Source: an optimization exercise on an open RTL-to-GDS flow (aim: small area). Production flows keep margins and buffers that such runs may drop. In this exercise RTL edits were held to simulation tests only and were not proved equivalent to the original. No driver is modelled on the clock port, so clocking that relies on it looks cheaper here than on a real chip.

==> flow/design.v <==
module line_buff(clk, rst, sin, x1, x2, x3, y1, y3, z1, z2, z3);
  input clk, rst;
  input [7:0] sin;
  output [7:0] x1, x2, x3, y1, y3, z1, z2, z3;
  localparam N = 515;
  reg [8*N-1:0] sr;
  reg [9:0] age;
  always @(posedge clk) begin
    sr <= {sr[8*(N-1)-1:0], sin};
    if (rst)
      age <= 10'd0;
    else if (age != 10'd515)
      age <= age + 10'd1;
  end
  wire v0   = (age != 10'd0);
  wire v1   = (age >  10'd1);
  wire v2   = (age >  10'd2);
  wire v256 = (age >  10'd256);
  wire v258 = (age >  10'd258);
  wire v512 = (age >  10'd512);
  wire v513 = (age >  10'd513);
  wire v514 = (age >  10'd514);
  assign x1 = sr[8*0   +: 8] & {8{v0}};
  assign x2 = sr[8*1   +: 8] & {8{v1}};
  assign x3 = sr[8*2   +: 8] & {8{v2}};
  assign y1 = sr[8*256 +: 8] & {8{v256}};
  assign y3 = sr[8*258 +: 8] & {8{v258}};
  assign z1 = sr[8*512 +: 8] & {8{v512}};
  assign z2 = sr[8*513 +: 8] & {8{v513}};
  assign z3 = sr[8*514 +: 8] & {8{v514}};
endmodule
module kernel(x1, x2, x3, y1, y3, z1, z2, z3, ax, ay);
  input [7:0] x1, x2, x3, y1, y3, z1, z2, z3;
  output [8:0] ax, ay;
  wire [8:0] gx, gy;
  sum6 sx(.a({1'b0, x1}), .b({x2, 1'b1}), .c({1'b0, x3}),
          .d({1'b0, ~z1}), .e({~z2, 1'b1}), .f({1'b0, ~z3}), .s(gx));
  sum6 sy(.a({1'b0, x1}), .b({y1, 1'b1}), .c({1'b0, z1}),
          .d({1'b0, ~x3}), .e({~y3, 1'b1}), .f({1'b0, ~z3}), .s(gy));
  absv abx(.g(gx), .a(ax));
  absv aby(.g(gy), .a(ay));
endmodule
module sum6(a, b, c, d, e, f, s);
  input [8:0] a, b, c, d, e, f;
  output [8:0] s;
  wire [8:0] s1, c1, s2, c2, s3, c3, s4, c4;
  csa9 k1(a, b, c, s1, c1);
  csa9 k2(d, e, f, s2, c2);
  csa9 k3(s1, c1, s2, s3, c3);
  csa9 k4(s3, c3, c2, s4, c4);
  rca #(9) r(.a(s4), .b({c4[8:1], 1'b1}), .ci(1'b1), .s(s));
endmodule
module csa9(a, b, c, s, cy);
  input [8:0] a, b, c;
  output [8:0] s, cy;
  assign s = a ^ b ^ c;
  assign cy = {(a[7:0] & b[7:0]) | (a[7:0] & c[7:0]) | (b[7:0] & c[7:0]), 1'b0};
endmodule
module absv(g, a);
  input [8:0] g;
  output [8:0] a;
  wire [8:0] c;
  assign c[0] = g[8];
  genvar j;
  generate
    for (j = 0; j < 9; j = j + 1) begin : b_
      wire v = g[j] ^ g[8];
      assign a[j] = v ^ c[j];
      if (j < 8) begin : n
        assign c[j+1] = v & c[j];
      end
    end
  endgenerate
endmodule
module rca(a, b, ci, s);
  parameter W = 16;
  input [W-1:0] a, b;
  input ci;
  output [W-1:0] s;
  wire [W:0] c;
  assign c[0] = ci;
  genvar j;
  generate
    for (j = 0; j < W; j = j + 1) begin : b_
      assign s[j] = a[j] ^ b[j] ^ c[j];
      assign c[j+1] = (a[j] & b[j]) | (a[j] & c[j]) | (b[j] & c[j]);
    end
  endgenerate
endmodule
module cstage(x, t, n, xo, to, no);
  parameter I = 0;
  parameter Z = 0;
  input [15:0] x;
  input [14:0] t;
  input n;
  output [15:0] xo;
  output [14:0] to;
  output no;
  wire [15:0] d;
  wire cx, cy;
  cslice #(.I(I), .L(0), .H(16), .Z(Z)) s(.x(x), .t(t), .n(n), .cxi(n), .cyi(1'b1),
                                          .xo(xo), .d(d), .cxo(cx), .cyo(cy));
  assign to = d[14:0] ^ {15{d[15]}};
  assign no = n ^ d[15];
endmodule
module cslice(x, t, n, cxi, cyi, xo, d, cxo, cyo);
  parameter I = 0;
  parameter L = 0;
  parameter H = 16;
  parameter Z = 0;
  input [15:0] x;
  input [14:0] t;
  input n;
  input cxi, cyi;
  output [15:0] xo, d;
  output cxo, cyo;
  wire [15:0] xz, tz;
  wire [16:0] cx, cy;
  genvar j;
  generate
    for (j = 0; j < 16; j = j + 1) begin : b
      if (j < Z) begin : k
        assign xz[j] = 1'b0;
        assign tz[j] = n;
      end else begin : v
        assign xz[j] = x[j];
        if (j < 15) begin : t_
          assign tz[j] = t[j];
        end else begin : t15
          assign tz[j] = 1'b0;
        end
      end
    end
    for (j = 0; j <= 16; j = j + 1) begin : c
      if (j < L || j > H) begin : u
        assign cx[j] = 1'b0;
        assign cy[j] = 1'b0;
      end else if (j == L) begin : i
        assign cx[j] = cxi;
        assign cy[j] = cyi;
      end
    end
    for (j = 0; j < 16; j = j + 1) begin : a
      if (j < L || j >= H) begin : u
        assign xo[j] = 1'b0;
        assign d[j] = 1'b0;
      end else begin : v
        wire xa = xz[j];
        wire xb = (j + I > 14) ? 1'b0 : tz[(j + I > 14) ? 14 : j + I];
        wire ya = tz[j];
        wire yb = ~xz[(j + I > 15) ? 15 : j + I];
        assign xo[j] = xa ^ xb ^ cx[j];
        assign cx[j+1] = (xa & xb) | (xa & cx[j]) | (xb & cx[j]);
        assign d[j] = ya ^ yb ^ cy[j];
        assign cy[j+1] = (ya & yb) | (ya & cy[j]) | (yb & cy[j]);
      end
    end
  endgenerate
  assign cxo = cx[H];
  assign cyo = cy[H];
endmodule
module cstate(clk, x, t, n, xq, tq, nq);
  parameter I = 2;
  localparam Z = (I < 2) ? 6 : (I == 2) ? 5 : (I == 3) ? 3 : 0;
  input clk;
  input [15:0] x;
  input [14:0] t;
  input n;
  output [15:0] xq;
  output [14:0] tq;
  output reg nq;
  reg [15:Z] xr;
  reg [14:Z] tr;
  always @(posedge clk) begin
    xr <= x[15:Z];
    tr <= t[14:Z];
    nq <= n;
  end
  genvar j;
  generate
    for (j = 0; j < 16; j = j + 1) begin : b
      if (j < Z) begin : k
        assign xq[j] = 1'b0;
        assign tq[j] = nq;
      end else begin : v
        assign xq[j] = xr[j];
        if (j < 15) begin : t_
          assign tq[j] = tr[j];
        end
      end
    end
  endgenerate
endmodule
module cordic_mag(clk, ax, ay, mag);
  input clk;
  input [8:0] ax, ay;
  output [7:0] mag;
  wire [15:0] x0 = {ax[8], 1'b0, ax[7:0], 6'b0};
  wire [14:0] t0 = ay[8] ? 15'h7FFF : {1'b0, ay[7:0], 6'b0};
  wire [15:0] x1, x2;
  wire [14:0] t1, t2;
  wire n1, n2;
  cstage #(.I(0), .Z(6)) s0(.x(x0), .t(t0), .n(ay[8]), .xo(x1), .to(t1), .no(n1));
  cstage #(.I(1), .Z(6)) s1(.x(x1), .t(t1), .n(n1), .xo(x2), .to(t2), .no(n2));
  wire [15:0] x_2;
  wire [14:0] t_2;
  wire n_2;
  cstate #(.I(2)) r2(.clk(clk), .x(x2), .t(t2), .n(n2), .xq(x_2), .tq(t_2), .nq(n_2));
  wire [15:0] x_3;
  wire [14:0] t_3;
  wire n_3;
  cstage #(.I(2), .Z(5)) s2(.x(x_2), .t(t_2), .n(n_2), .xo(x_3), .to(t_3), .no(n_3));
  wire [15:0] xl_3, dl_3;
  wire cxl_3, cyl_3;
  cslice #(.I(3), .L(0), .H(9), .Z(3)) lo3(.x(x_3), .t(t_3), .n(n_3), .cxi(n_3), .cyi(1'b1),
    .xo(xl_3), .d(dl_3), .cxo(cxl_3), .cyo(cyl_3));
  reg [8:0] rxl_3, rdl_3;
  reg rcx_3, rcy_3, rn_3;
  reg [15:9] rx_3;
  reg [14:9] rt_3;
  always @(posedge clk) begin
    rxl_3 <= xl_3[8:0];
    rdl_3 <= dl_3[8:0];
    rcx_3 <= cxl_3;
    rcy_3 <= cyl_3;
    rn_3 <= n_3;
    rx_3 <= x_3[15:9];
    rt_3 <= t_3[14:9];
  end
  wire [15:0] xh_3, dh_3;
  wire cxh_3, cyh_3;
  cslice #(.I(3), .L(9), .H(16), .Z(0)) hi3(.x({rx_3, 9'b0}), .t({rt_3, 9'b0}), .n(rn_3), .cxi(rcx_3), .cyi(rcy_3),
    .xo(xh_3), .d(dh_3), .cxo(cxh_3), .cyo(cyh_3));
  wire [15:0] d_3 = {dh_3[15:9], rdl_3};
  wire [15:0] x_4 = {xh_3[15:9], rxl_3};
  wire [14:0] t_4 = d_3[14:0] ^ {15{d_3[15]}};
  wire n_4 = rn_3 ^ d_3[15];
  wire [15:0] x_5;
  wire [14:0] t_5;
  wire n_5;
  cstage #(.I(4), .Z(0)) s4(.x(x_4), .t(t_4), .n(n_4), .xo(x_5), .to(t_5), .no(n_5));
  wire [15:0] xq_5;
  wire [14:0] tq_5;
  wire nq_5;
  cstate #(.I(5)) r5(.clk(clk), .x(x_5), .t(t_5), .n(n_5), .xq(xq_5), .tq(tq_5), .nq(nq_5));
  wire [15:0] x_6;
  wire [14:0] t_6;
  wire n_6;
  cstage #(.I(5), .Z(0)) s5(.x(xq_5), .t(tq_5), .n(nq_5), .xo(x_6), .to(t_6), .no(n_6));
  wire [15:0] xl_6, dl_6;
  wire cxl_6, cyl_6;
  cslice #(.I(6), .L(0), .H(9), .Z(0)) lo6(.x(x_6), .t(t_6), .n(n_6), .cxi(n_6), .cyi(1'b1),
    .xo(xl_6), .d(dl_6), .cxo(cxl_6), .cyo(cyl_6));
  reg [8:0] rxl_6, rdl_6;
  reg rcx_6, rcy_6, rn_6;
  reg [15:9] rx_6;
  reg [14:9] rt_6;
  always @(posedge clk) begin
    rxl_6 <= xl_6[8:0];
    rdl_6 <= dl_6[8:0];
    rcx_6 <= cxl_6;
    rcy_6 <= cyl_6;
    rn_6 <= n_6;
    rx_6 <= x_6[15:9];
    rt_6 <= t_6[14:9];
  end
  wire [15:0] xh_6, dh_6;
  wire cxh_6, cyh_6;
  cslice #(.I(6), .L(9), .H(16), .Z(0)) hi6(.x({rx_6, 9'b0}), .t({rt_6, 9'b0}), .n(rn_6), .cxi(rcx_6), .cyi(rcy_6),
    .xo(xh_6), .d(dh_6), .cxo(cxh_6), .cyo(cyh_6));
  wire [15:0] d_6 = {dh_6[15:9], rdl_6};
  wire [15:0] x_7 = {xh_6[15:9], rxl_6};
  wire [14:0] t_7 = d_6[14:0] ^ {15{d_6[15]}};
  wire n_7 = rn_6 ^ d_6[15];
  wire [15:0] x_8;
  wire [14:0] t_8;
  wire n_8;
  cstage #(.I(7), .Z(0)) s7(.x(x_7), .t(t_7), .n(n_7), .xo(x_8), .to(t_8), .no(n_8));
  wire [15:0] xq_8;
  wire [14:0] tq_8;
  wire nq_8;
  cstate #(.I(8)) r8(.clk(clk), .x(x_8), .t(t_8), .n(n_8), .xq(xq_8), .tq(tq_8), .nq(nq_8));
  wire [15:0] x_9;
  wire [14:0] t_9;
  wire n_9;
  cstage #(.I(8), .Z(0)) s8(.x(xq_8), .t(tq_8), .n(nq_8), .xo(x_9), .to(t_9), .no(n_9));
  wire [15:0] xl_9, dl_9;
  wire cxl_9, cyl_9;
  cslice #(.I(9), .L(0), .H(9), .Z(0)) lo9(.x(x_9), .t(t_9), .n(n_9), .cxi(n_9), .cyi(1'b1),
    .xo(xl_9), .d(dl_9), .cxo(cxl_9), .cyo(cyl_9));
  reg [8:0] rxl_9, rdl_9;
  reg rcx_9, rcy_9, rn_9;
  reg [15:9] rx_9;
  reg [14:9] rt_9;
  always @(posedge clk) begin
    rxl_9 <= xl_9[8:0];
    rdl_9 <= dl_9[8:0];
    rcx_9 <= cxl_9;
    rcy_9 <= cyl_9;
    rn_9 <= n_9;
    rx_9 <= x_9[15:9];
    rt_9 <= t_9[14:9];
  end
  wire [15:0] xh_9, dh_9;
  wire cxh_9, cyh_9;
  cslice #(.I(9), .L(9), .H(16), .Z(0)) hi9(.x({rx_9, 9'b0}), .t({rt_9, 9'b0}), .n(rn_9), .cxi(rcx_9), .cyi(rcy_9),
    .xo(xh_9), .d(dh_9), .cxo(cxh_9), .cyo(cyh_9));
  wire [15:0] d_9 = {dh_9[15:9], rdl_9};
  wire [15:0] x_10 = {xh_9[15:9], rxl_9};
  wire [14:0] t_10 = d_9[14:0] ^ {15{d_9[15]}};
  wire n_10 = rn_9 ^ d_9[15];
  wire [15:0] x_11;
  wire [14:0] t_11;
  wire n_11;
  cstage #(.I(10), .Z(0)) s10(.x(x_10), .t(t_10), .n(n_10), .xo(x_11), .to(t_11), .no(n_11));
  wire [15:0] xq_11;
  wire [14:0] tq_11;
  wire nq_11;
  cstate #(.I(11)) r11(.clk(clk), .x(x_11), .t(t_11), .n(n_11), .xq(xq_11), .tq(tq_11), .nq(nq_11));
  wire [15:0] x_12;
  wire [14:0] t_12;
  wire n_12;
  cstage #(.I(11), .Z(0)) s11(.x(xq_11), .t(tq_11), .n(nq_11), .xo(x_12), .to(t_12), .no(n_12));
  wire [15:0] xl_12, dl_12;
  wire cxl_12, cyl_12;
  cslice #(.I(12), .L(0), .H(9), .Z(0)) lo12(.x(x_12), .t(t_12), .n(n_12), .cxi(n_12), .cyi(1'b1),
    .xo(xl_12), .d(dl_12), .cxo(cxl_12), .cyo(cyl_12));
  reg [8:0] rxl_12, rdl_12;
  reg rcx_12, rcy_12, rn_12;
  reg [15:9] rx_12;
  reg [14:9] rt_12;
  always @(posedge clk) begin
    rxl_12 <= xl_12[8:0];
    rdl_12 <= dl_12[8:0];
    rcx_12 <= cxl_12;
    rcy_12 <= cyl_12;
    rn_12 <= n_12;
    rx_12 <= x_12[15:9];
    rt_12 <= t_12[14:9];
  end
  wire [15:0] xh_12, dh_12;
  wire cxh_12, cyh_12;
  cslice #(.I(12), .L(9), .H(16), .Z(0)) hi12(.x({rx_12, 9'b0}), .t({rt_12, 9'b0}), .n(rn_12), .cxi(rcx_12), .cyi(rcy_12),
    .xo(xh_12), .d(dh_12), .cxo(cxh_12), .cyo(cyh_12));
  wire [15:0] d_12 = {dh_12[15:9], rdl_12};
  wire [15:0] x_13 = {xh_12[15:9], rxl_12};
  wire [14:0] t_13 = d_12[14:0] ^ {15{d_12[15]}};
  wire n_13 = rn_12 ^ d_12[15];
  wire [15:0] x_14;
  wire [14:0] t_14;
  wire n_14;
  cstage #(.I(13), .Z(0)) s13(.x(x_13), .t(t_13), .n(n_13), .xo(x_14), .to(t_14), .no(n_14));
  reg [15:0] x14r;
  reg t14r, n14r, z14r;
  always @(posedge clk) begin
    x14r <= x_14;
    t14r <= t_14[14];
    n14r <= n_14;
    z14r <= (t_14 == 15'd0);
  end
  wire n15 = n14r ^ (z14r & (x14r[15:14] == 2'b01));
  wire [1:0] s = {1'b0, t14r} + {1'b0, n14r} + {1'b0, n15};
  wire [7:0] m;
  gain_mul g(.x(x14r), .s(s), .mag(m));
  reg [8*6-1:0] md;
  always @(posedge clk)
    md <= {md[8*5-1:0], m};
  assign mag = md[8*6-1 -: 8];
endmodule
module gain_mul(x, s, mag);
  input [15:0] x;
  input [1:0] s;
  output [7:0] mag;
  wire [27:0] q0 = {4'b0, x, 8'b0};
  wire [27:0] q1 = {7'b0, x, 5'b0};
  wire [27:0] q2 = {11'b0, x, 1'b0};
  wire [27:0] q3 = {12'b0, x};
  wire [27:0] ms1, mc1, ms, mc;
  csa28 m1(q0, q1, q2, ms1, mc1);
  csa28 m2(ms1, mc1, q3, ms, mc);
  wire [27:0] r0 = {x[14:0], 13'b0};
  wire [27:0] r1 = {1'b0, x, 11'b0};
  wire [27:0] r2 = (s == 2'd0) ? 28'd2 : (s == 2'd1) ? 28'd9951 :
                   (s == 2'd2) ? 28'd19900 : 28'd29849;
  wire [27:0] s1, c1, s2, c2, s3, c3;
  csa28 a1(r0, r1, r2, s1, c1);
  csa28 a2(s1, c1, ~ms, s2, c2);
  csa28 a3(s2, c2, ~mc, s3, c3);
  wire [27:0] s6 = s3, c6 = c3;
  wire [19:0] g = s6[19:0] & c6[19:0];
  wire [19:0] p = s6[19:0] | c6[19:0];
  wire [5:0] cb;
  assign cb[0] = 1'b0;
  genvar k;
  generate
    for (k = 0; k < 5; k = k + 1) begin : blk
      wire [3:0] gg = g[4*k +: 4];
      wire [3:0] pp = p[4*k +: 4];
      wire bg = gg[3] | (pp[3] & gg[2]) | (pp[3] & pp[2] & gg[1]) |
                (pp[3] & pp[2] & pp[1] & gg[0]);
      wire bp = &pp;
      assign cb[k+1] = bg | (bp & cb[k]);
    end
  endgenerate
  rca #(8) hi(.a(s6[27:20]), .b(c6[27:20]), .ci(cb[5]), .s(mag));
endmodule
module csa28(a, b, c, s, cy);
  input [27:0] a, b, c;
  output [27:0] s, cy;
  assign s = a ^ b ^ c;
  assign cy = {(a[26:0] & b[26:0]) | (a[26:0] & c[26:0]) | (b[26:0] & c[26:0]), 1'b0};
endmodule
module build(rst, clk, sin, sout);
  parameter bitsize = 8, length = 256;
  input rst, clk;
  input [bitsize-1:0] sin;
  output [bitsize-1:0] sout;
  wire [7:0] x1, x2, x3, y1, y3, z1, z2, z3;
  wire [8:0] ax, ay;
  reg [8:0] axr, ayr;
  line_buff lb(.clk(clk), .rst(rst), .sin(sin), .x1(x1), .x2(x2), .x3(x3),
               .y1(y1), .y3(y3), .z1(z1), .z2(z2), .z3(z3));
  kernel k(.x1(x1), .x2(x2), .x3(x3), .y1(y1), .y3(y3), .z1(z1), .z2(z2),
           .z3(z3), .ax(ax), .ay(ay));
  always @(posedge clk) begin
    axr <= ax;
    ayr <= ay;
  end
  cordic_mag c(.clk(clk), .ax(axr), .ay(ayr), .mag(sout));
endmodule
==> flow/flow/run.sh <==
#!/bin/bash
# Standard layout, with clock tree synthesis run without dummy loads and the
# ports buffered with the smallest buffer.
set -e
export CTS_ARGS="-sink_clustering_enable -repair_clock_nets -sink_clustering_size 35 -sink_clustering_max_diameter 80 -dont_use_dummy_load"
export BUFFER_PORTS_ARGS="-buffer_cell sky130_fd_sc_hd__buf_1"
bash standard.sh > standard.log 2>&1
==> flow/standard.sh <==
#!/bin/bash
# synth_recipe.tcl (not shown) runs the flow's synth.tcl, then flattens the netlist and writes it again
# the make line also repeats each setting of config.mk as NAME=value (left out here)
make -C /OpenROAD-flow-scripts/flow DESIGN_CONFIG=/design/flow/config.mk WORK_HOME=/design/flow/orfs CLKGATE_MAP_FILE= SYNTH_SCRIPT=/design/flow/synth_recipe.tcl "${@:-finish}"
==> flow/config.mk <==
export PLATFORM = sky130hd
export DESIGN_NAME = build
export DESIGN_NICKNAME = build
export VERILOG_FILES = /design/flow/design.v
export SDC_FILE = /design/flow/constraint.sdc
export NUM_CORES = 4
export LEC_CHECK = 0
export CAP_MARGIN = 20
export CORE_MARGIN = 2
export CORE_UTILIZATION = 45
export CTS_CLUSTER_DIAMETER = 80
export CTS_CLUSTER_SIZE = 35
export PLACE_DENSITY = 0.6
export SLEW_MARGIN = 20
==> flow/constraint.sdc <==
create_clock -name core_clock -period 12.0 [get_ports {clk}]
set_input_delay 2.4000 -clock core_clock [delete_from_list [all_inputs] [get_ports {clk}]]
set_output_delay 2.4000 -clock core_clock [all_outputs]
set_load 0.01 [all_outputs]
==> results.yml, run 1 <==
finish:
  instances_no_fill: 9357
  area_growth_pct: 7.64
  mostFrequentLayoutCell: "dfxtp_1"
  fillers: 19500
  nNetsFinal: 6849
  drive_gt1_share_pct: 3.23
  fin_area_um2: 114000
  layout_common_cells: "4469 x dfxtp_1, 516 x inv_1, 419 x fa_1, 195 x ha_1, 163 x clkbuf_16"
  final_core_util_pct: 48.8
sta:
  worst_clock_skew_ps: 98.7
  hold-worst-slack_ps: 258
  slew_headroom_pct: 28.6
  max_freq_ghz: 0.0877
  final-hold-violation-count: 0
  setup_viol: 0
  grt_setup_unrepaired: "false"
  worst_pin_slew_ps: 1070
  fin_setup_tns_ps: 0
  setup_ws_ps: 600
  slew_violations: 0
  fin_crit_sh_pct: 95.0
  fin_crit_ps: 11400
yosys:
  netlist_top_cells_area: "dfxtp_1 85%, fa_1 7.9%, ha_1 2.3%, inv_1 1.8%, xnor2_1 1.2%"
  synth_seq_cells: 4469
  synth_area_leader_cell: "dfxtp_1"
  yosysWarnings: 7
  syn_area_per_cell_um2: 17.4
  yosysTopAreaCellShare_pct: 84.7
  syn-num-nets: 6679
  yosysSeqAreaShare_pct: 84.7
  synth_cell_types: 48
  netlist_area_um2: 106000
  syn-instance-count: 6055
floorplanning:
  ioPinCount: 18
  rows: 177
  die_height_um: 489
  fp.dieW_um: 489
  initial_utilization_pct: 45.3
  coreArea_um2: 233000
  die_area_um2: 239000
place:
  place_inst: 9192
  port-buffer-count: 17
  gp_congestion: 0.763
  dp_slack_ps: 527
  hpwl_um: 64200
  place_area_um2: 110000
drt:
  drt-total-wl_um: 110000
  drt-pass1-iter-count: 4
  wl_met1_um: 61200
  ant_nets: 0
  wl_met2_um: 42600
  drt_iter0_markers: 1427
  vias_per_cell: 3.81
  drc: 0
  avgRoutedWirePerCell_um: 11.8
  dr_total_vias: 35700
  routed-wl-met3_um: 3900
  routed.top_layer: "met4"
global_routing:
  antenna_found_initial: 2
  grt_pass1_wl_um: 188000
  grt_pass1_vias: 37000
  gr-usage-all-layers_pct: 9.55
  grt_overflow: 0
  grt_max_degree: 36
setup_path:
  worstSetupPathType: "reg -> reg"
  cpPeakStageDelay_ps: 480
  worst_path_max_delay_cell: "fa_1"
  critical_path.max_fanout: 15
  arrival_ps: 12030
  end_kind: "register"
  critPathRequiredTime_ps: 12630
  crit_top_cell: "fa_1"
  crit_path_start_kind: "register"
clock_network:
  cts_setup_buffers: 0
  cts_root_buf: "clkbuf_16"
  holdBufCountCts: 0
  ctsResizeCount: 0
  clk_latency_ps: 800
  cts_buffer_depth: 3
  clkTransAtPathRegs_ps: 110
  cts_tree: "done"
  cts_sinks: 4469
  cts_buffers: 163
  cts_max_level: 4
status:
  status: "timing/DRC/antenna clean"
flow_run:
  maxCapViolations: 0
min_path:
  hp-class: "reg -> reg"
cells by family (layout without fill, tap and decap cells):
kind of cell,Yosys count,count (layout),synth area share [%]
AO/OA/AOI/OAI,32,32,0.217
XOR/XNOR,253,253,2.17
adder cells (fa/ha/maj),617,617,10.3
buffers and inverters,541,709,1.96
flip-flops,4469,4469,84.7
multiplexers,3,3,0.0284
other,0,2,0
AND/OR/NAND/NOR,140,140,0.664
registers in the layout, indices dropped and copies added (netlist names), 10 cells and up:
register / flops
c.r8.tr: 15
c.r8.xr: 16
c.r11.tr: 15
c.md: 48
c.r2.xr: 11
c.r5.tr: 15
c.r11.xr: 16
lb.age: 10
c.r5.xr: 16
c.x14r: 16
c.r2.tr: 10
lb.sr: 4120
path summary, 6_finish.rpt:
check,start,end,slack (ps),cells past startpoint
worst max-delay path,c.r5.tr[0]$_DFF_P_,c.rxl_6[8]$_DFF_P_,600,30
worst min-delay path,lb.sr[1105]$_DFF_P_,lb.sr[1113]$_DFF_P_,260,0
worst max register to register,c.r5.tr[0]$_DFF_P_,c.rxl_6[8]$_DFF_P_,600,30
worst min register to register,lb.sr[1105]$_DFF_P_,lb.sr[1113]$_DFF_P_,260,0
layer usage:
layer	global-route usage (%)	vias up
met2	13.2	237
met5	0	-
met1	14.7	16900
li1	-	18300
met3	2.07	194
met4	3.19	0
cells in the mapped netlist (all sizes together):
cell type  instances
a22o               2
ha               195
fa               419
a22oi              4
a21o               1
mux2i              3
a221o              1
nor4               4
nand2b             2
or3                1
or2                8
a31oi              1
xor2             103
nor3               4
nor2              21
inv              516
o32a               1
a21oi              5
nand3             11
nor2b              1
a221oi             1
o31a               1
o21ai              5
and2              24
o31ai              1
xnor2            149
nand4              2
a41oi              2
nand2             52
dfxtp           4469
clkbuf            12
o22ai              5
xnor3              1
o211ai             1
maj3               3
or4                1
nand4b             4
or4b               1
a211oi             1
and3               4
buf               13
worst max-delay path, delay by kind of cell (launching register included):
kind | cells | cell delay [ps]
buffers and inverters | 4 | 360
DFF | 1 | 310
xor gates and xnor gates | 2 | 530
adders and majority gates | 24 | 10020
area by class of cell:
| type | instances | area, µm² | area share [%] |
|---|---|---|---|
| Antenna cell | 2 | 5.00 | 0.00440 |
| Sequential cell | 4469 | 89500 | 78.7 |
| Timing Repair Buffer | 30 | 174 | 0.153 |
| Multi-Input combinational cell | 1045 | 14100 | 12.4 |
| Inverter | 516 | 1940 | 1.70 |
| Tap cell | 3132 | 3920 | 3.45 |
| Clock buffer | 163 | 4080 | 3.59 |
==> run 2: changes to the inputs <==
==> flow/flow/run.sh (replaced) <==
#!/bin/bash
# Standard layout, with clock tree synthesis run without dummy loads and the
# ports buffered with the smallest buffer.
set -e
export CTS_ARGS="-sink_clustering_enable -repair_clock_nets -sink_clustering_size 37 -sink_clustering_max_diameter 90 -dont_use_dummy_load"
export BUFFER_PORTS_ARGS="-buffer_cell sky130_fd_sc_hd__buf_1"
bash standard.sh > standard.log 2>&1
--- a/flow/config.mk
+++ b/flow/config.mk
@@ -9,6 +9,6 @@
 export CORE_MARGIN = 2
 export CORE_UTILIZATION = 45
-export CTS_CLUSTER_DIAMETER = 80
-export CTS_CLUSTER_SIZE = 35
+export CTS_CLUSTER_DIAMETER = 90
+export CTS_CLUSTER_SIZE = 37
 export PLACE_DENSITY = 0.6
 export SLEW_MARGIN = 20
==> run 2 against run 1 <==
Effect of this change:
- sequential cell count is the same
- setup slack worse by 7.3 ps
- design area is 0.24% lower
- die area did not move
- non-clock buffer count unchanged
- first-iteration DRC count rose by 0.49%
- largest cell class unchanged
- highest routed layer unchanged
- worst hold slack got worse by 14 ps
- still clean
- global-route usage fell by 0.079 points
- clock skew is 12 ps lower
- count of clock-buffer cells in the layout is 11 lower
- maximum frequency hardly changed
==> results.yml, run 2 <==
finish:
  fin_area_um2: 113000
  largest_reg_flops: 4120
  drive_gt1_share_pct: 3.06
  final_core_util_pct: 48.7
  area_growth_pct: 7.38
  nNetsFinal: 6838
  instances_no_fill: 9345
  mostFrequentLayoutCell: "dfxtp_1"
  layout_common_cells: "4469 x dfxtp_1, 516 x inv_1, 419 x fa_1, 195 x ha_1, 152 x clkbuf_16"
  regMostFlops: "lb.sr"
  reg_top3: "lb.sr x4120, c.md x48"
sta:
  worst_clock_skew_ps: 86.2
  slew_headroom_pct: 28.6
  grt_setup_unrepaired: "false"
  hold-worst-slack_ps: 244
  worst_pin_slew_ps: 1070
  fin_crit_ps: 11410
  fin_crit_sh_pct: 95.1
  setup_ws_ps: 592
  final-hold-violation-count: 0
  slew_violations: 0
  max_freq_ghz: 0.0877
  setup_viol: 0
  fin_setup_tns_ps: 0
yosys:
  syn-num-nets: 6679
  yosysTopAreaCellShare_pct: 84.7
  async_reset_ff_share_pct: 0
  yosys.area_share.xor_xnor_pct: 2.17
  yosysWarnings: 7
  yosysSeqAreaShare_pct: 84.7
  syn-instance-count: 6055
  synth_common_cells: "4469 x dfxtp_1, 516 x inv_1, 419 x fa_1"
  synth_cell_types: 48
  netlist_area_um2: 106000
  synth_top_family_by_area: "adder cells"
  synth_compound_area_share_pct: 0.217
  synth_edf_count: 0
  netlist_top_cells_area: "dfxtp_1 85%, fa_1 7.9%, ha_1 2.3%, inv_1 1.8%, xnor2_1 1.2%"
  synth_seq_cells: 4469
  synthAdderAreaFrac_pct: 10.3
  synthFlopType: "dfxtp_1"
  muxShareOfSynthArea_pct: 0.0284
  syn_area_per_cell_um2: 17.4
  synth_area_leader_cell: "dfxtp_1"
  yosysMostFrequentCell: "dfxtp_1"
  yosys.area_share.simple_pct: 0.664
floorplanning:
  die_area_um2: 239000
  coreArea_um2: 233000
  fp.dieW_um: 489
  rows: 177
  ioPinCount: 18
  die_height_um: 489
  initial_utilization_pct: 45.3
global_routing:
  grt_max_degree: 38
  antenna_found_initial: 2
  grt_pass1_vias: 36900
  gr-usage-all-layers_pct: 9.47
  grt_overflow: 0
  grt_pass1_wl_um: 187000
clock_network:
  holdBufCountCts: 0
  cts_root_buf: "clkbuf_16"
  clkTransAtPathRegs_ps: 120
  cts_setup_buffers: 0
  ctsResizeCount: 0
  cts_buffers: 152
  clk_latency_ps: 810
  cts_buffer_depth: 3
  cts_max_level: 4
  cts_tree: "done"
  cts_sinks: 4469
min_path:
  hold-path-cell-count: 0
  worstHoldEndpoint: "lb.sr[1191]$_DFF_P_"
  hp-class: "reg -> reg"
  min_from: "lb.sr[1183]$_DFF_P_"
setup_path:
  crit_path_start_kind: "register"
  r2r_slack_ps: 590
  reg2reg_to: "c.rxl_6[8]$_DFF_P_"
  critical_path.max_fanout: 15
  cpPeakStageDelay_ps: 480
  arrival_ps: 12020
  worstSetupPathType: "reg -> reg"
  worst_path_max_delay_cell: "fa_1"
  end_kind: "register"
  timing.rr.start: "c.r5.tr[0]$_DFF_P_"
  crit_top_cell: "fa_1"
  critPathRequiredTime_ps: 12610
  r2r_cells: 30
drt:
  avgRoutedWirePerCell_um: 11.7
  ant_nets: 0
  drt-total-wl_um: 110000
  drc: 0
  drt_iter0_markers: 1434
  vias_per_cell: 3.81
  drt-pass1-iter-count: 4
  dr_total_vias: 35600
place:
  gp_congestion: 0.763
  dp_slack_ps: 527
  port-buffer-count: 17
  place_inst: 9192
  hpwl_um: 64200
  place_area_um2: 110000
flow_run:
  maxCapViolations: 0
status:
  status: "timing/DRC/antenna clean"
## run 2: cell counts after synthesis
No cell type changed its count.
## run 2: layout make-up
cell class	count	area (µm²)
multi-input combinational	1045	14100
antenna	1	2.50
inverter	516	1940
tap	3132	3920
fill	19600	120000
clock buffer	152	3800
timing repair buffer	30	174
sequential	4469	89500
## run 2: kinds of logic (layout without fill, tap and decap cells)
logic type      after synthesis  count (layout)
simple gates                140             140
fa+ha+maj                   617             617
buf+inv                     541             698
compound gates               32              32
other cells                   0               1
xor+xnor                    253             253
flops                      4469            4469
mux                           3               3
## run 2: worst max-delay path by stage
stage                       startpoint                 end  slack (ps)  cells after the start
floorplan           c.r5.xr[5]$_DFF_P_  c.rxl_6[8]$_DFF_P_         460                     29
global placement    c.r5.tr[0]$_DFF_P_  c.rxl_6[8]$_DFF_P_         570                     30
detailed placement  c.r5.tr[0]$_DFF_P_  c.rxl_6[8]$_DFF_P_         530                     30
CTS                 c.r5.tr[0]$_DFF_P_  c.rxl_6[8]$_DFF_P_         450                     30
global route        c.r5.xr[5]$_DFF_P_  c.rxl_6[8]$_DFF_P_          90                     29
finish              c.r5.tr[0]$_DFF_P_  c.rxl_6[8]$_DFF_P_         590                     30
## run 2: worst max-delay path, delay by kind of cell, from the launching register on
family                   cells  cell delay (ps)
adder cells (fa/ha/maj)     24            10010
flip-flops                   1              320
XOR/XNOR                     2              530
buffers and inverters        4              360
## run 2: metal layers
layer / vias up / GRT usage [%] / share of wire, %
li1: 18300 / - / -
met1: 16900 / 14.6 / 56
met2: 222 / 13.2 / 39
met3: 188 / 2.01 / 3.2
met4: 0 / 2.77 / 2.5
met5: - / 0 / 0
==> run 3: changes to the inputs <==
==> flow/flow/run.sh (replaced) <==
#!/bin/bash
# Standard layout, with clock tree synthesis run without dummy loads and the
# ports buffered with the smallest buffer.
set -e
export CTS_ARGS="-sink_clustering_enable -repair_clock_nets -sink_clustering_size 36 -sink_clustering_max_diameter 90 -dont_use_dummy_load"
export BUFFER_PORTS_ARGS="-buffer_cell sky130_fd_sc_hd__buf_1"
bash standard.sh > standard.log 2>&1
--- a/flow/config.mk
+++ b/flow/config.mk
@@ -10,5 +10,5 @@
 export CORE_UTILIZATION = 45
 export CTS_CLUSTER_DIAMETER = 90
-export CTS_CLUSTER_SIZE = 37
+export CTS_CLUSTER_SIZE = 36
 export PLACE_DENSITY = 0.6
 export SLEW_MARGIN = 20
==> run 3 against run 2 <==
Effect of this change:
- utilization barely moved
- maximum frequency barely moved
- synthesized area did not move
- register-to-register slack barely moved
- setup slack barely moved
- cell count barely moved
- die area did not move
- critical path type unchanged
==> results.yml, run 3 <==
sta:
  slew_violations: 0
  slew_headroom_pct: 28.6
  fin_setup_tns_ps: 0
  final-hold-violation-count: 0
  fin_crit_ps: 11410
  worst_pin_slew_ps: 1070
  max_freq_ghz: 0.0877
  worst_clock_skew_ps: 84.9
  hold-worst-slack_ps: 246
  fin_crit_sh_pct: 95.1
  setup_ws_ps: 593
  grt_setup_unrepaired: "false"
  setup_viol: 0
yosys:
  netlist_area_um2: 106000
  synth_common_cells: "4469 x dfxtp_1, 516 x inv_1, 419 x fa_1"
  syn-instance-count: 6055
  yosysSeqAreaShare_pct: 84.7
  synth_cell_types: 48
  syn-num-nets: 6679
  synth_edf_count: 0
  netlist_top_cells_area: "dfxtp_1 85%, fa_1 7.9%, ha_1 2.3%, inv_1 1.8%, xnor2_1 1.2%"
  synth_area_leader_cell: "dfxtp_1"
  yosysTopAreaCellShare_pct: 84.7
  synthFlopType: "dfxtp_1"
  async_reset_ff_share_pct: 0
  yosysWarnings: 7
  yosysMostFrequentCell: "dfxtp_1"
  synth_seq_cells: 4469
  syn_area_per_cell_um2: 17.4
setup_path:
  end_kind: "register"
  arrival_ps: 12030
  crit_top_cell: "fa_1"
  critical_path.max_fanout: 15
  critPathRequiredTime_ps: 12620
  crit_buf_inv: 4
  crit_family: "adder cells"
  worstSetupPathType: "reg -> reg"
  worst_path_max_delay_cell: "fa_1"
  cpPeakStageDelay_ps: 480
  crit_path_start_kind: "register"
global_routing:
  grt_pass1_vias: 36900
  gr-usage-all-layers_pct: 9.53
  grt_pass1_wl_um: 188000
  grt_max_degree: 37
  grt_overflow: 0
  antenna_found_initial: 2
clock_network:
  cts_setup_buffers: 0
  holdBufCountCts: 0
  cts_max_level: 4
  cts_buffer_depth: 3
  clk_latency_ps: 840
  cts_sinks: 4469
  cts_root_buf: "clkbuf_16"
  ctsResizeCount: 0
  cts_buffers: 154
  clkTransAtPathRegs_ps: 120
  cts_tree: "done"
floorplanning:
  die_area_um2: 239000
  die_height_um: 489
  coreArea_um2: 233000
  fp.dieW_um: 489
  initial_utilization_pct: 45.3
  rows: 177
  ioPinCount: 18
drt:
  drt-pass1-iter-count: 4
  ant_nets: 0
  drt-total-wl_um: 110000
  dr_total_vias: 35600
  drt_iter0_markers: 1499
  drc: 0
  vias_per_cell: 3.81
  avgRoutedWirePerCell_um: 11.8
min_path:
  hp-class: "reg -> reg"
finish:
  layout_common_cells: "4469 x dfxtp_1, 516 x inv_1, 419 x fa_1, 195 x ha_1, 154 x clkbuf_16"
  largest_reg_flops: 4120
  drive_gt1_share_pct: 3.09
  mostFrequentLayoutCell: "dfxtp_1"
  area_growth_pct: 7.43
  nNetsFinal: 6840
  fin_area_um2: 114000
  reg_top3: "lb.sr x4120, c.md x48"
  regMostFlops: "lb.sr"
flow_run:
  maxCapViolations: 0
place:
  gp_congestion: 0.763
  dp_slack_ps: 527
  hpwl_um: 64200
  port-buffer-count: 17
  place_area_um2: 110000
status:
  status: "timing/DRC/antenna clean"
run 3: changes by cell type in the layout (fill, tap and decap cells not counted), sizes merged:
| cell | before | now |
|---|---|---|
| clkbuf | 152 | 154 |
run 3: final timing paths:
kind	slack [ps]	startpoint	endpoint	cells after the start
hold reg to reg	250	lb.sr[1183]$_DFF_P_	lb.sr[1191]$_DFF_P_	0
setup / recovery	590	c.r5.tr[0]$_DFF_P_	c.rxl_6[8]$_DFF_P_	30
hold / removal	250	lb.sr[1183]$_DFF_P_	lb.sr[1191]$_DFF_P_	0
setup reg to reg	590	c.r5.tr[0]$_DFF_P_	c.rxl_6[8]$_DFF_P_	30
run 3: logic make-up after synthesis:
logic type	Yosys count	share of synthesized area, %
adder cells (fa/ha/maj)	617	10.3
XOR/XNOR	253	2.17
AO/OA/AOI/OAI	32	0.217
buffers and inverters	541	1.96
AND/OR/NAND/NOR	140	0.664
flip-flops	4469	84.7
multiplexers	3	0.0284
run 3: worst reg2reg max path, delay by kind of cell (launching register included):
kind	cells	cell delay, ps
xor+xnor	2	540
fa+ha+maj	24	10020
buf+inv	4	360
flops	1	320
run 3: per-stage QoR:
step | util, % | std cells
after global routing | 48.7 | 9347
after CTS | 48.7 | 9346
after detailed placement | 47.1 | 9192
final | 48.7 | 9347
after floorplan | - | 6055
after global placement | 47.1 | 9192
run 3: final cells by class:
class	instances	area (µm²)
fillers	19600	119000
flip-flops and latches	4469	89500
multi-input cells	1045	14100
well taps	3132	3920
clock buffers	154	3850
inverters	516	1940
repair buffers	30	174
diodes	1	2.50
run 3: metal layers:
metal | up-vias | GRT usage [%] | part of all wire, %
met3 | 189 | 1.98 | 3.3
met1 | 16900 | 14.7 | 56
li1 | 18300 | - | -
met5 | - | 0 | 0
met4 | 0 | 3.06 | 2.6
met2 | 225 | 13.2 | 38

[separate check: timing with driven ports]
No port has a modelled driver above. Below, the same layouts with a new extraction and two added sets of constraints.
Step 1 sets driving cells, clkbuf_16 on the clock port and buf_2 on the other inputs (assumed; they add their load-dependent delay and slew).
Step 2 adds t to the input delays and takes it off the output delays; t is the mean of the earliest and latest rising clock arrival at the registers after step 1. Input paths then give back, and output paths get back, about the clock's delay inside the block.
Three values: no drivers, after step 1, after step 2; two values: the first two.
run | shift t [ns] | setup WS [ns] | hold slack, ns | worst slew at a driven data input, ns
run 1 | 0.853 | 0.600 / 0.600 / 0.600 | 0.258 / 0.258 / 0.258 | 0.03
run 2 | 0.846 | 0.592 / 0.592 / 0.592 | 0.244 / 0.244 / 0.244 | 0.03
run 3 | 0.865 | 0.593 / 0.593 / 0.593 | 0.246 / 0.246 / 0.246 | 0.04
After both steps setup and hold are still met in every run listed.
